This is an optimization exercise on Yosys and OpenROAD, whose aim is small area and a short achievable clock period, not a production implementation.
The RTL was checked by simulation tests, not by an equivalence proof against the original design.
No activity file was given, so power comes from the tool's default toggle rates.

==> flow/design.v (excerpt) <==
module CPU(
	input sysclk,
	input cpu_resetn,
	output [31:0] imem_addr,
	input  [31:0] imem_rdata,
	output [31:0] dmem_addr,
	output [31:0] dmem_wdata,
	output [3:0]  dmem_wen_n,
	input  [31:0] dmem_rdata,
	output uart_tx
);
Settings: LEC_CHECK=0, CAP_MARGIN=20, CORE_MARGIN=2, CORE_UTILIZATION=40, CTS_BUF_LIST=sky130_fd_sc_hd__clkbuf_16, CTS_CLUSTER_DIAMETER=70, CTS_CLUSTER_SIZE=20, PLACE_DENSITY=0.6, SETUP_SLACK_MARGIN=3.4, SLEW_MARGIN=20, SYNTH_HIERARCHICAL=1, TNS_END_PERCENT=5; clock period 12.0 ns.
standard.sh (not shown) runs the stock make flow with config.mk's settings and CLKGATE_MAP_FILE= SYNTH_SCRIPT=/design/flow/synth_recipe.tcl, a recipe that flattens the netlist after the stock synthesis.
==> flow/flow/run.sh <==
#!/bin/bash
# Layout: the standard ORFS flow (standard.sh) with two sizing changes:
# cells may be resized across footprints, and ports get sky130 buf_4
# buffers instead of the delay buffers buffer_ports picks by default; the
# floorplan step removes synthesis buffers instead of sizing without wires.
# Each step's full output is in orfs/logs; make's own output is in layout.log.
set -o pipefail
bash standard.sh synth > synth.log 2>&1 || exit 1
bash standard.sh MATCH_CELL_FOOTPRINT=0 \
	"BUFFER_PORTS_ARGS=-buffer_cell sky130_fd_sc_hd__buf_4" REMOVE_ABC_BUFFERS=1 \
	finish > layout.log 2>&1
The first run produced a layout that fails on slew limit.
Then changed:
Settings changed: CTS_BUF_LIST sky130_fd_sc_hd__clkbuf_16 to sky130_fd_sc_hd__clkbuf_8, CTS_CLUSTER_DIAMETER 70 to unset, CTS_CLUSTER_SIZE 20 to unset.
The changed run ran to the end with no violations.
Power increases by 3.1%.
Hold slack barely changes.
Final cell count rose by 2.5%.
Worst setup slack got worse by 62 ps.
Global-route usage goes down by 0.16 points.

Setup of branch sierra:
CPU, a different RTL version from the one above (not shown whole).
For scale: ~170 I/O pins, ~59000 sq um of cells after synthesis.
==> flow/config.mk <==
export PLATFORM = sky130hd
export DESIGN_NAME = CPU
export DESIGN_NICKNAME = CPU
export VERILOG_FILES = /design/flow/design.v
export SDC_FILE = /design/flow/constraint.sdc
export NUM_CORES = 4
export LEC_CHECK = 0
export CAP_MARGIN = 20
export CORE_MARGIN = 2
export CORE_UTILIZATION = 40
export CTS_BUF_LIST = sky130_fd_sc_hd__clkbuf_8
export PLACE_DENSITY = 0.6
export SETUP_SLACK_MARGIN = 3.4
export SLEW_MARGIN = 20
export SYNTH_HIERARCHICAL = 1
export TNS_END_PERCENT = 5
==> flow/constraint.sdc <==
create_clock -name core_clock -period 12.0 [get_ports {sysclk}]
set_input_delay 2.4000 -clock core_clock [delete_from_list [all_inputs] [get_ports {sysclk}]]
set_output_delay 2.4000 -clock core_clock [all_outputs]
set_load 0.01 [all_outputs]
Scripts as last shown in full above: flow/flow/run.sh
Inputs modified between branch sierra and branch tundra:
# branch sierra
export LEC_CHECK = 0
export CAP_MARGIN = 20
export CORE_MARGIN = 2
export CORE_UTILIZATION = 40
export CTS_BUF_LIST = sky130_fd_sc_hd__clkbuf_8
export PLACE_DENSITY = 0.6
export SETUP_SLACK_MARGIN = 3.4
export SLEW_MARGIN = 20
export SYNTH_HIERARCHICAL = 1
export TNS_END_PERCENT = 5
create_clock -name core_clock -period 12.0 [get_ports {sysclk}]
# branch tundra
export LEC_CHECK = 0
export CAP_MARGIN = 20
export CORE_MARGIN = 2
export CORE_UTILIZATION = 40
export PLACE_DENSITY = 0.6
export SETUP_SLACK_MARGIN = 3.4
export SLEW_MARGIN = 20
export SYNTH_HIERARCHICAL = 1
export TNS_END_PERCENT = 5
create_clock -name core_clock -period 12.0 [get_ports {sysclk}]
--- outcome ---
Detailed-routing wirelength on met1 delta (branch tundra -> branch sierra): insignificant. Compared with branch sierra, branch tundra degrades internal power contribution. branch tundra contains fewer vias than branch sierra. Taking branch sierra as the reference, in branch tundra worst setup slack climbed 0.051 ns; insertion delay to the later sink of the worst-skew pair fell by 0.15 ns; routed wire length shows a reduction of 0.99%; final cycle utilization of the critical path down 0.43 points. Of branch sierra and branch tundra, the run reporting the higher power was branch tundra. Going from branch sierra to branch tundra, global routing usage on met1 shows a reduction of 0.22 points; synthesis-to-layout area growth went down.

[separate check: timing with driven ports]
How much do the figures lean on ideal ports? The routed layouts below were timed once more, with nothing changed but the port constraints.
Step 1 assumes that a clkbuf_16 drives the clock port and a buf_2 every other input.
Step 2 adds t to the input delays and takes it off the output delays; t is the mean of the earliest and latest rising clock arrival at the registers after step 1. Input paths then give back, and output paths get back, about the clock's delay inside the block.
Slacks: ideal / step 1 / step 2; pairs: ideal / step 1.
run | shift t [ns] | setup slack, ns | latest minus earliest clock arrival (ns)
the first run of note 1 | 0.822 | 3.149 / 3.100 / 2.592 | 0.068 / 0.067
the second run of note 1 | 0.996 | 3.086 / 3.054 / 2.168 | 0.065 / 0.064
branch sierra | 0.971 | 2.997 / 2.909 / 2.110 | 0.099 / 0.099
branch tundra | 0.825 | 3.048 / 2.956 / 2.227 | 0.090 / 0.089
The setup slack of the second run of note 1, which loses most, moves by -0.032 ns with the drivers and by -0.918 ns with both steps.
